Background: an optimization exercise with open tools, aiming at small area, a short achievable clock period and few clock cycles per item. Do not read the settings as production practice. Only simulation tests tie the RTL to the original design; equivalence was not proved.

## ntt_top
module ntt_top (
  input  wire        clk, rst, start,
  input  wire [15:0] din0, din1, din2, din3, din4, din5, din6, din7, din8, din9, din10, din11, din12, din13, din14, din15,
  output wire [15:0] dout0, dout1, dout2, dout3, dout4, dout5, dout6, dout7, dout8, dout9, dout10, dout11, dout12, dout13, dout14, dout15,
  output wire        done
);
Size: about 0.013 mm^2 of cells after synthesis.
Settings: LEC_CHECK=0, CAP_MARGIN=20, CORE_MARGIN=2, CORE_UTILIZATION=30, CTS_BUF_LIST=sky130_fd_sc_hd__clkbuf_8, SETUP_SLACK_MARGIN=2.0, SLEW_MARGIN=20, SYNTH_HIERARCHICAL=1, SYNTH_MINIMUM_KEEP_SIZE=0; clock period 22.0 ns.
standard.sh (not shown) runs the stock make flow with config.mk's settings and CLKGATE_MAP_FILE= SYNTH_SCRIPT=/design/flow/synth_recipe.tcl, a recipe that flattens the netlist after the stock synthesis.
==> flow/flow/run.sh <==
#!/bin/bash
# The standard layout (standard.sh: the standard flow's synthesis and ORFS flow), with two
# placement options changed:
#  - port buffers are sky130_fd_sc_hd__buf_1 instead of the default pick;
#  - the constant-0 outputs share tie cells instead of one tie cell per port.
set -euo pipefail
bash standard.sh \
  "BUFFER_PORTS_ARGS=-buffer_cell sky130_fd_sc_hd__buf_1" \
  SKIP_REPAIR_TIE_FANOUT=1 \
  finish > standard_flow.log 2>&1
Testbench counts at the start, summed over its fixed seeds: cycles 2,400, items 2,400.
==> next run, changes <==
Settings changed: SETUP_SLACK_MARGIN 2.0 to 5.0.
Wire length grows by 2.2%.
Global-route usage rose by 0.19 points.
Critical path depth is lower by 3.
Via count is higher by 2.6%.
Fmax increases by 4.4%.
Cell count grows by 1.6%.
Worst hold slack barely changes.
Sequential cell count does not change.
Design area goes up by 4.6%.
==> next run, changes <==
Settings changed: SETUP_SLACK_MARGIN 5.0 to 4.6.
Result: The changed run went through all stages and came out clean. Cell area drops by 2.7%. Synthesized area stays the same. Core utilization fell by 0.86 points. Die area stays the same. Setup slack gets worse by 330 ps. Clock-buffer cell count is unchanged. Global-route usage came out lower by 0.18 points.
==> next run, changes <==
Settings changed: CTS_CLUSTER_DIAMETER set to 200, CTS_CLUSTER_SIZE set to 30, SETUP_SLACK_MARGIN 4.6 to 2.0.
Outcome: Clock-buffer cell count stays the same. Cell count is lower slightly. Synthesized area does not change. Die area does not change. Design area fell slightly. Wire length is lower slightly. Global-route usage is about the same. Flip-flop and latch count is unchanged. Setup slack is worse by 410 ps. First-iteration DRC count went up by roughly a tenth.
==> next run, changes <==
Settings changed: CTS_BUF_LIST sky130_fd_sc_hd__clkbuf_8 to sky130_fd_sc_hd__clkbuf_16, CTS_CLUSTER_DIAMETER 200 to 500, CTS_CLUSTER_SIZE 30 to 80.
Core utilization rose by 0.24 points.
Global-route usage is about the same.
Final cell count stays flat.
Worst setup slack is worse by 12 ps.
Non-clock buffer count stays the same.

ntt_top, a different RTL version from the one above (not shown whole).
For scale: ~1300 cells after synthesis, about 520 I/O pins.
Design ntt_top, start of the top module:
module ntt_top (
  input  wire        clk, rst, start,
  input  wire [15:0] din0, din1, din2, din3, din4, din5, din6, din7, din8, din9, din10, din11, din12, din13, din14, din15,
  output wire [15:0] dout0, dout1, dout2, dout3, dout4, dout5, dout6, dout7, dout8, dout9, dout10, dout11, dout12, dout13, dout14, dout15,
  output wire        done
);
  wire [4:0] x0 = din0[4:0];
  wire [4:0] x1 = din1[4:0];
  wire [4:0] x2 = din2[4:0];
  wire [4:0] x3 = din3[4:0];
  wire [4:0] x4 = din4[4:0];
  wire [4:0] x5 = din5[4:0];
  wire [4:0] x6 = din6[4:0];
  wire [4:0] x7 = din7[4:0];
  wire [4:0] x8 = din8[4:0];
  wire [4:0] x9 = din9[4:0];
  wire [4:0] x10 = din10[4:0];
  wire [4:0] x11 = din11[4:0];
  wire [4:0] x12 = din12[4:0];
  wire [4:0] x13 = din13[4:0];
  wire [4:0] x14 = din14[4:0];
  wire [4:0] x15 = din15[4:0];
  wire s1, c2;
  ntt_fa u_s1 (.a(~x0[4]), .b(~x8[4]), .c(x0[0]), .s(s1), .co(c2));
  ...
Settings: LEC_CHECK=0, CAP_MARGIN=20, CORE_MARGIN=2, CORE_UTILIZATION=30, CTS_BUF_LIST=sky130_fd_sc_hd__clkbuf_8, SETUP_SLACK_MARGIN=4.9, SLEW_MARGIN=20, SYNTH_HIERARCHICAL=1, SYNTH_MINIMUM_KEEP_SIZE=0; clock period 22.0 ns.
Scripts as last shown in full above: flow/flow/run.sh
Testbench counts at the start, summed over its fixed seeds: cycles 2,400, items 2,400.
Rerun with:
--- a/flow/config.mk
+++ b/flow/config.mk
@@ -11,3 +11,3 @@
 export CTS_BUF_LIST = sky130_fd_sc_hd__clkbuf_8
-export SETUP_SLACK_MARGIN = 4.9
+export SETUP_SLACK_MARGIN = 5.0
 export SLEW_MARGIN = 20
The new run produced a clean layout.
Die area does not change.
First-iteration DRC count decreases by 12%.
Wire length rose by 0.34%.
Global-route usage stays flat.
Final area came out higher by 0.78%.

-- separate check: timing with driven ports --
The flow's constraints put no driver on any port. The routed layouts listed below were extracted and timed again, unchanged, in two steps. Step 1 sets driving cells, clkbuf_16 on the clock port and buf_2 on the other inputs (assumed; they add their load-dependent delay and slew). Step 2, shift: input delay + t, output delay - t, t = (earliest + latest rising clock arrival at the registers) / 2. This alone moves slack from input paths to output paths. Slacks: ideal ports / drivers / drivers and shift; pairs: ideal ports / drivers.
run | t (ns) | setup slack, ns | worst setup path at the end | latest minus earliest clock arrival (ns) | worst slew at a driven data input, ns
the first run of note 1 | 0.452 | 4.437 / 4.414 / 4.414 | input to output | 0.024 / 0.024 | 0.12
the second run of note 1 | 0.450 | 5.173 / 5.145 / 5.145 | input to output | 0.023 / 0.024 | 0.12
the third run of note 1 | 0.451 | 4.847 / 4.827 / 4.827 | input to output | 0.023 / 0.024 | 0.10
the fourth run of note 1 | 0.452 | 4.437 / 4.414 / 4.414 | input to output | 0.024 / 0.024 | 0.12
the fifth run of note 1 | 0.411 | 4.425 / 4.402 / 4.402 | input to output | 0.013 / 0.013 | 0.11
the first run of note 2 | 0.456 | 5.181 / 5.136 / 5.136 | input to output | 0.017 / 0.017 | 0.09
the second run of note 2 | 0.458 | 5.286 / 5.250 / 5.250 | input to output | 0.017 / 0.017 | 0.10
After both steps every run listed still meets setup and hold. The setup slack of the first run of note 2, which loses most, moves by -0.045 ns with the drivers and by -0.045 ns with both steps.
